Context: an optimization exercise on an open-source flow, tuned for small area and a short achievable clock period. The choices shown serve that exercise and are no tape-out recipe.
Where RTL was checked, it was by simulation tests only, not by an equivalence proof against the original.
No activity file was given, so power comes from the tool's default toggle rates.

Setup of north:
==> flow/design.v (excerpt) <==
module hft_fpga_low_latency(
    input wire core_clk,
    input wire reset,
    input wire cfg_we,
    input wire [1:0] cfg_addr,
    input wire [31:0] cfg_wdata,
    input wire [63:0] raw_market_data,
    input wire raw_valid,
    output wire [127:0] mg_tx_data,
    output wire mg_tx_valid
    );
==> flow/config.mk <==
export PLATFORM = sky130hd
export DESIGN_NAME = hft_fpga_low_latency
export DESIGN_NICKNAME = hft_fpga_low_latency
export VERILOG_FILES = /design/flow/design.v
export SDC_FILE = /design/flow/constraint.sdc
export NUM_CORES = 4
export LEC_CHECK = 0
export ABC_AREA = 1
export CAP_MARGIN = 20
export CORE_MARGIN = 2
export CORE_UTILIZATION = 40
export CTS_BUF_LIST = sky130_fd_sc_hd__clkbuf_4 sky130_fd_sc_hd__clkbuf_8
export SETUP_SLACK_MARGIN = 2.22
export SLEW_MARGIN = 20
==> flow/constraint.sdc <==
create_clock -name core_clock -period 4.0 [get_ports {core_clk}]
set_input_delay 0.8000 -clock core_clock [delete_from_list [all_inputs] [get_ports {core_clk}]]
set_output_delay 0.8000 -clock core_clock [all_outputs]
set_load 0.01 [all_outputs]
standard.sh (not shown) runs the stock make flow with config.mk's settings and CLKGATE_MAP_FILE= SYNTH_SCRIPT=/design/flow/synth_recipe.tcl, a recipe that flattens the netlist after the stock synthesis.
==> flow/flow/run.sh <==
#!/bin/bash
set -euo pipefail
cts_bufs=$(sed -n 's/^export CTS_BUF_LIST *= *//p' config.mk)
bash standard.sh synth > synth.log 2>&1
bash standard.sh finish \
  BUFFER_PORTS_ARGS="-buffer_cell sky130_fd_sc_hd__buf_1" \
  SKIP_REPAIR_TIE_FANOUT=1 \
  CTS_ARGS="-sink_clustering_enable -repair_clock_nets -dont_use_dummy_load -root_buf sky130_fd_sc_hd__clkbuf_16 -buf_list {$cts_bufs}" \
  > layout.log 2>&1
Setup changes, north to south
- SETUP_SLACK_MARGIN now 2.27, was 2.22
Changes observed in south relative to north: hold slack has remained practically unchanged; total power has remained practically unchanged; maximum frequency has increased.
Run comparison: north endpoint of the most critical setup path order_seq[11]$_SDFF_PP0_; south endpoint of the most critical setup path mg_tx_data[104]
> inputs changed (south -> east)
- SETUP_SLACK_MARGIN now 2.18, was 2.27
Notes after the runs:
Result: PASS for each of south and east
On worst max-slew margin expressed relative to the limit, the lower figure sits with east, not south.
Slowest stage cell on the critical path = sky130_fd_sc_hd__dfxtp_1: east; slowest stage cell on the critical path = sky130_fd_sc_hd__dfxtp_4: south
Between south and east, the flow reports detailed-route wire length on metal 1 increasing by a few percent.
Summary of east over south: power density over the cells rose by 4.0%; clock latency at the later pin of the worst-skew pair comparable; power in combinational cells went down; first-pass GRT wire length shows an increase of 4.2%; overall routed net length decreased by 0.68% relative to the old numbers.
[inputs] west vs east
- SETUP_SLACK_MARGIN: 2.18 -> 2.25
==> comparison <==
- west: done, clean on timing, DRC and antenna
- Compared with east, HPWL reported at the end of detailed placement in west decreased slightly.
- Looking at non-clock buffer instance count of the final layout, west sits above east.
- Reported for east and west, number of buffer and inverter instances along the worst setup path turned out identical to the last digit.
- Side by side, share of final-layout standard cells stronger than drive strength 1 turned out higher in west than in east.
- Routed wire length came out lower on west than on east.
No functional check of the RTL was part of any run of this note.

* * *

## old
hft_fpga_low_latency, a different RTL version from the one above (not shown whole).
Size: ~1100 cells after synthesis, about 190 flip-flops, about 8200 um2 of cells after synthesis.
Settings: LEC_CHECK=0, ABC_AREA=1, CAP_MARGIN=20, CORE_MARGIN=2, CORE_UTILIZATION=40, CTS_BUF_LIST=sky130_fd_sc_hd__clkbuf_4 sky130_fd_sc_hd__clkbuf_8, SETUP_SLACK_MARGIN=2.15, SLEW_MARGIN=20; clock period 4.0 ns.
==> flow/flow/run.sh <==
#!/bin/bash
# Standard ORFS layout, with plain buf_1 cells as the port buffers
# (the default port buffer is a 10 um2 delay buffer).
set -euo pipefail
bash standard.sh synth > synth.log 2>&1
bash standard.sh finish BUFFER_PORTS_ARGS="-buffer_cell sky130_fd_sc_hd__buf_1" > layout.log 2>&1
old closes out successfully: all stages finished, all timing, DRC and antenna checks passed.
The following lists how new was set up differently from old:
- an added CTS_CLUSTER_SIZE of 30
- an added CTS_CLUSTER_DIAMETER of 150
- a change of CTS_BUF_LIST from sky130_fd_sc_hd__clkbuf_4 sky130_fd_sc_hd__clkbuf_8 to sky130_fd_sc_hd__clkbuf_8
--- outcome ---
There was hardly any difference in core utilization between new and old.
old → new: total power barely changed, detailed-route wire length barely changed, count of antenna-violating nets left after detailed routing barely changed, part of the total power dissipated in the clock network dropped 0.2 points.
Going from old to new, switching portion of total power shows no meaningful change, worst hold slack roughly the same.
Status: design area parity (old, new)
First-pass GRT wire length came out exactly the same in new and old.
No functional check of the RTL was part of any run of this note.

* * *

lane 1:
The RTL this note starts from:
==> flow/design.v <==
`timescale 1ns / 1ps
module cla_carry #(
    parameter W = 32,
    parameter L = 5          
    ) (
    input wire [W-1:0] g,
    input wire [W-1:0] p,
    output wire c
    );
    wire [W-1:0] gk [0:L];   
    wire [W-1:0] pk [0:L];   
    assign gk[0] = g;
    assign pk[0] = p;
    genvar k, i;
    generate
        for (k = 1; k <= L; k = k + 1) begin : lvl
            for (i = 0; i < (W >> k); i = i + 1) begin : node
                assign gk[k][i] = gk[k-1][2*i+1] | (pk[k-1][2*i+1] & gk[k-1][2*i]);
                assign pk[k][i] = pk[k-1][2*i+1] & pk[k-1][2*i];
            end
            assign gk[k][W-1:(W >> k)] = {(W - (W >> k)){1'b0}};
            assign pk[k][W-1:(W >> k)] = {(W - (W >> k)){1'b0}};
        end
    endgenerate
    assign c = gk[L][0];
endmodule
`timescale 1ns / 1ps
module hft_fpga_low_latency(
    input wire core_clk,
    input wire reset,
    input wire cfg_we,
    input wire [1:0] cfg_addr,
    input wire [31:0] cfg_wdata,
    input wire [63:0] raw_market_data,
    input wire raw_valid,
    output wire [127:0] mg_tx_data,
    output wire mg_tx_valid
    );
    reg [31:0] threshold_n;      
    reg [31:0] risk_min_n;       
    reg [31:0] risk_max_n;       
    always @(posedge core_clk) begin
        if (reset) begin
            threshold_n <= ~32'd1000;
            risk_min_n <= ~32'd1000;
            risk_max_n <= ~32'd5000;
        end else if (cfg_we) begin
            case (cfg_addr)
                2'd0: threshold_n <= ~cfg_wdata;
                2'd1: risk_min_n <= ~cfg_wdata;
                2'd2: risk_max_n <= ~cfg_wdata;
                default: ;
            endcase
        end
    end
    wire [31:0] price = raw_market_data[31:0];
    wire below_threshold;    
    wire below_min;          
    wire above_max;          
    cla_carry #(.W(32), .L(5)) u_cmp_thr (
        .g(~(threshold_n | price)), .p(~(threshold_n & price)), .c(below_threshold));
    cla_carry #(.W(32), .L(5)) u_cmp_min (
        .g(~(risk_min_n | price)), .p(~(risk_min_n & price)), .c(below_min));
    cla_carry #(.W(32), .L(5)) u_cmp_max (
        .g(price & risk_max_n), .p(price | risk_max_n), .c(above_max));
    wire approve = raw_valid && (raw_market_data[63:56] == 8'h01) &&
                   below_threshold && !below_min && !above_max;
    reg [55:0] order_data;
    always @(posedge core_clk) begin
        order_data <= raw_market_data[55:0];
    end
    reg [31:0] order_seq;
    reg order_valid;
    reg order_count;
    wire [31:0] seq_ones_below;
    assign seq_ones_below[0] = 1'b1;
    genvar gi;
    generate
        for (gi = 1; gi < 32; gi = gi + 1) begin : g_ones
            assign seq_ones_below[gi] = &order_seq[gi-1:0];
        end
    endgenerate
    always @(posedge core_clk) begin
        if (reset) begin
            order_seq <= 32'd0;
            order_count <= 1'b0;
        end else begin
            order_seq <= order_seq ^ ({32{order_count}} & seq_ones_below);
            order_count <= approve;
        end
    end
    always @(posedge core_clk or posedge reset) begin
        if (reset)
            order_valid <= 1'b0;
        else
            order_valid <= approve;
    end
    assign mg_tx_data = {order_seq, 8'h01, order_data, 32'h0000_0000};
    assign mg_tx_valid = order_valid;
endmodule
Settings: LEC_CHECK=0, ABC_AREA=1, CAP_MARGIN=20, CORE_MARGIN=2, CORE_UTILIZATION=40, CTS_BUF_LIST=sky130_fd_sc_hd__clkbuf_4 sky130_fd_sc_hd__clkbuf_8, CTS_CLUSTER_SIZE=25, SETUP_SLACK_MARGIN=2.22, SLEW_MARGIN=20; clock period 4.0 ns.
==> flow/flow/run.sh <==
#!/bin/bash
set -euo pipefail
cts_bufs=$(sed -n 's/^export CTS_BUF_LIST *= *//p' config.mk)
cts_size=$(sed -n 's/^export CTS_CLUSTER_SIZE *= *//p' config.mk)
cts_diam=$(sed -n 's/^export CTS_CLUSTER_DIAMETER *= *//p' config.mk)
cts_more=""
if [[ -n "$cts_size" ]]; then cts_more="$cts_more -sink_clustering_size $cts_size"; fi
if [[ -n "$cts_diam" ]]; then cts_more="$cts_more -sink_clustering_max_diameter $cts_diam"; fi
bash standard.sh synth > synth.log 2>&1
bash standard.sh finish \
  BUFFER_PORTS_ARGS="-buffer_cell sky130_fd_sc_hd__buf_1" \
  SKIP_REPAIR_TIE_FANOUT=1 \
  CTS_ARGS="-sink_clustering_enable -repair_clock_nets -dont_use_dummy_load -root_buf sky130_fd_sc_hd__clkbuf_16 -buf_list {$cts_bufs}$cts_more" \
  > layout.log 2>&1
Lane 1 went all the way through the flow, and no timing, DRC or antenna check failed.
Testbench counts of lane 1, summed over its fixed seeds: latency cycles 3,243, orders 3,243.
Relative to lane 1, the following input files were edited for lane 2:
- a deleted CTS_CLUSTER_SIZE that had been 25
- an added GPL_TIMING_DRIVEN of 1
- a change of SETUP_SLACK_MARGIN from 2.22 to 2.2
==> flow/flow/run.sh <==
#!/bin/bash
# Standard ORFS layout, with plain buf_1 cells as the port buffers
# (the default port buffer is a 10 um2 delay buffer) and one tie cell per
# constant value instead of one per constant output.
set -euo pipefail
bash standard.sh synth > synth.log 2>&1
bash standard.sh finish BUFFER_PORTS_ARGS="-buffer_cell sky130_fd_sc_hd__buf_1" SKIP_REPAIR_TIE_FANOUT=1 > layout.log 2>&1
Notes after the runs:
In the tables for lane 1 and lane 2, highest achievable clock rate reads higher with lane 1. Looking at number of global-route vias before repair, lane 2 sits about 2.5% above lane 1. The higher hold slack of lane 1 and lane 2 is in lane 1. Lane 2 vs lane 1, final cell area excluding filler cells went up by 3.6%. The non-clock buffer count reported for lane 2 is greater than that of lane 1 by 7.8%. Lane 2 falls short of lane 1 in shortest period the worst path allows. Worst setup slack is higher on lane 1. Per the comparison of lane 2 with lane 1, total wire length +about 2.6%; global-route wire length before repair went up 900 µm; relative slew slack went down.
## Diff of input files: lane 3 against lane 2
- clearing GPL_TIMING_DRIVEN, which used to be 1
- swapping 2.2 for 2.22 in SETUP_SLACK_MARGIN
==> flow/flow/run.sh <==
#!/bin/bash
set -euo pipefail
cts_bufs=$(sed -n 's/^export CTS_BUF_LIST *= *//p' config.mk)
bash standard.sh synth > synth.log 2>&1
bash standard.sh finish \
  BUFFER_PORTS_ARGS="-buffer_cell sky130_fd_sc_hd__buf_1" \
  SKIP_REPAIR_TIE_FANOUT=1 SKIP_GATE_CLONING=1 \
  CTS_ARGS="-sink_clustering_enable -repair_clock_nets -dont_use_dummy_load -root_buf sky130_fd_sc_hd__clkbuf_16 -buf_list {$cts_bufs}" \
  > layout.log 2>&1
--- outcome ---
Lane 3: done, clean on timing, DRC and antenna. Comparing lane 2 against lane 3, there is no change at all in area share of xor/xnor cells in the synthesized design. On lane 3: first-pass GRT wire length is 3.2% lower than what lane 2 gave. Taking lane 2 as the reference, in lane 3 total via count in the routed design shrank by 192, proportion of cell area spent on the clock network shrank by 1.5 points, final wirelength shrank by 2.6%, count of nets after finishing shrank by 16, share of the cycle needed by the critical path after routing shrank by 1.1 points. Relative to lane 2, the proportion of final cell area spent on non-clock buffers of lane 3 is lower by 1.3 points. input port to flop as the classification of the worst-slack hold path was reported by lane 2, and flop to flop by lane 3. Cell-internal power went down by a few percent going from lane 2 to lane 3. Compared with lane 2, lane 3 shows number of clock buffer instances in the layout lower by 2. Lane 3 vs lane 2, total inserted antenna cells went up by 1.
For lane 4, these inputs were changed with respect to lane 3:
- a change of SETUP_SLACK_MARGIN from 2.22 to 2.2
-- flow/flow/run.sh --
<<< lane 3, line 7
  SKIP_REPAIR_TIE_FANOUT=1 SKIP_GATE_CLONING=1 \
  CTS_ARGS="-sink_clustering_enable -repair_clock_nets -dont_use_dummy_load -root_buf sky130_fd_sc_hd__clkbuf_16 -buf_list {$cts_bufs}" \
>>> lane 4, line 7
  SKIP_REPAIR_TIE_FANOUT=1 \
  CTS_ARGS="-sink_clustering_enable -repair_clock_nets -dont_use_dummy_load -buf_list {$cts_bufs}" \
- First-iteration DRC count went down by more than 10% going from lane 3 to lane 4.
- Setup WNS lane 3 -> lane 4: worse
- Global-route track usage on met1 in lane 4 is 0.44 points higher than in lane 3
- Sort lane 3 and lane 4 by detailed-routing iteration count for the pre-antenna-repair pass asc -> top: lane 4
- Of the two values seen for kind of path behind the tightest hold check, input port to flop was produced by lane 4 and flop to flop by lane 3.
- Diff lane 3 and lane 4: worst-case hold slack higher in lane 3

* * *

RTL: the design.v shown in full above, as it stands there.
export LEC_CHECK = 0
export ABC_AREA = 1
export CAP_MARGIN = 20
export CORE_MARGIN = 2
export CORE_UTILIZATION = 40
export CTS_BUF_LIST = sky130_fd_sc_hd__clkbuf_4 sky130_fd_sc_hd__clkbuf_8
export SETUP_SLACK_MARGIN = 2.23
export SLEW_MARGIN = 20
create_clock -name core_clock -period 4.0 [get_ports {core_clk}]
==> flow/flow/run.sh <==
#!/bin/bash
set -euo pipefail
cts_bufs=$(sed -n 's/^export CTS_BUF_LIST *= *//p' config.mk)
bash standard.sh synth > synth.log 2>&1
bash standard.sh finish \
  BUFFER_PORTS_ARGS="-buffer_cell sky130_fd_sc_hd__buf_1" \
  SKIP_REPAIR_TIE_FANOUT=1 \
  CTS_ARGS="-sink_clustering_enable -repair_clock_nets -dont_use_dummy_load -root_buf sky130_fd_sc_hd__clkbuf_16 -buf_list {$cts_bufs}" \
  > layout.log 2>&1
Testbench counts at the start, summed over its fixed seeds: latency cycles 3,243, orders 3,243.
Next try:
SETUP_SLACK_MARGIN = 2.24   (was 2.23)
- The changed run produced a clean layout
- worst setup slack got worse by 0.0077 ns
- register-to-register slack barely changes
- die area stays the same
- via count is higher slightly
- routed wire length went up slightly
Next try:
--- a/flow/flow/run.sh
+++ b/flow/flow/run.sh
@@ -3,0 +4,5 @@
+cts_size=$(sed -n 's/^export CTS_CLUSTER_SIZE *= *//p' config.mk)
+cts_diam=$(sed -n 's/^export CTS_CLUSTER_DIAMETER *= *//p' config.mk)
+cts_more=""
+if [[ -n "$cts_size" ]]; then cts_more="$cts_more -sink_clustering_size $cts_size"; fi
+if [[ -n "$cts_diam" ]]; then cts_more="$cts_more -sink_clustering_max_diameter $cts_diam"; fi
@@ -8 +13 @@
-  CTS_ARGS="-sink_clustering_enable -repair_clock_nets -dont_use_dummy_load -root_buf sky130_fd_sc_hd__clkbuf_16 -buf_list {$cts_bufs}" \
+  CTS_ARGS="-sink_clustering_enable -repair_clock_nets -dont_use_dummy_load -root_buf sky130_fd_sc_hd__clkbuf_16 -buf_list {$cts_bufs}$cts_more" \
CTS_CLUSTER_DIAMETER = 80   (was default)
CTS_CLUSTER_SIZE = 20   (was default)
SETUP_SLACK_MARGIN = 2.22   (was 2.24)
=> The changed run completed with no timing, DRC or antenna violations. Via count is lower slightly. Sequential share of layout area is higher by 0.81 points. Clock power barely changes. Worst setup slack gains 0.0080 ns.
Next try:
==> flow/flow/run.sh (replaced) <==
#!/bin/bash
set -euo pipefail
cts_bufs=$(sed -n 's/^export CTS_BUF_LIST *= *//p' config.mk)
bash standard.sh synth > synth.log 2>&1
bash standard.sh finish \
  BUFFER_PORTS_ARGS="-buffer_cell sky130_fd_sc_hd__buf_1" \
  SKIP_REPAIR_TIE_FANOUT=1 \
  CTS_ARGS="-sink_clustering_enable -repair_clock_nets -dont_use_dummy_load -buf_list {$cts_bufs}" \
  > layout.log 2>&1
CTS_BUF_LIST = sky130_fd_sc_hd__clkbuf_16   (was sky130_fd_sc_hd__clkbuf_4 sky130_fd_sc_hd__clkbuf_8)
CTS_CLUSTER_DIAMETER = default   (was 80)
CTS_CLUSTER_SIZE = default   (was 20)
SETUP_SLACK_MARGIN = 2.18   (was 2.22)
Result: Wire length increases by 0.59%; count of clock-buffer cells in the layout stays the same; sequential power hardly moves; total power increases by 12%; worst setup slack is worse by 0.059 ns; critical path depth stays the same; register-to-register slack is better by 0.02 ns.

## what the ideal ports hide
How much do the figures lean on ideal ports? The routed layouts below were timed once more, with nothing changed but the port constraints.
Step 1 sets driving cells, clkbuf_16 on the clock port and buf_2 on the other inputs (assumed; they add their load-dependent delay and slew).
Step 2 times the ports against the registers' clock, not the clock port: input delays grow and output delays shrink by t, the midpoint of the rising clock arrivals with the driver on.
Three values: no drivers, after step 1, after step 2; two values: the first two.
| run | t (ns) | setup slack, ns | clock arrival spread, ns | worst slew at a driven data input, ns | pins driven straight from the clock port |
|---|---|---|---|---|---|
| north | 0.414 | 2.244 / 2.236 / 1.903 | 0.030 / 0.030 | 0.07 | 1 |
| south | 0.413 | 2.322 / 2.276 / 1.943 | 0.030 / 0.030 | 0.07 | 1 |
| east | 0.420 | 2.210 / 2.167 / 1.864 | 0.035 / 0.035 | 0.06 | 1 |
| west | 0.413 | 2.305 / 2.259 / 1.957 | 0.032 / 0.032 | 0.07 | 1 |
| old | 0.503 | 2.134 / 2.094 / 1.797 | 0.022 / 0.022 | 0.05 | 1 |
| new | 0.503 | 2.134 / 2.094 / 1.797 | 0.022 / 0.022 | 0.05 | 1 |
| lane 1 | 0.415 | 2.281 / 2.241 / 1.905 | 0.033 / 0.033 | 0.06 | 1 |
| lane 2 | 0.490 | 2.238 / 2.203 / 1.855 | 0.015 / 0.015 | 0.07 | 1 |
| lane 3 | 0.416 | 2.280 / 2.241 / 1.895 | 0.032 / 0.032 | 0.07 | 1 |
| lane 4 | 0.479 | 2.243 / 2.207 / 1.866 | 0.032 / 0.033 | 0.07 | 1 |
| the first run of note 4 | 0.415 | 2.281 / 2.241 / 1.901 | 0.033 / 0.033 | 0.06 | 1 |
| the second run of note 4 | 0.405 | 2.273 / 2.234 / 1.882 | 0.034 / 0.035 | 0.07 | 1 |
| the third run of note 4 | 0.415 | 2.281 / 2.241 / 1.905 | 0.033 / 0.033 | 0.06 | 1 |
| the fourth run of note 4 | 0.457 | 2.222 / 2.179 / 1.881 | 0.021 / 0.020 | 0.07 | 1 |
After both steps setup and hold are still met in every run listed. The setup slack of the second run of note 4, which loses most, moves by -0.039 ns with the drivers and by -0.391 ns with both steps.
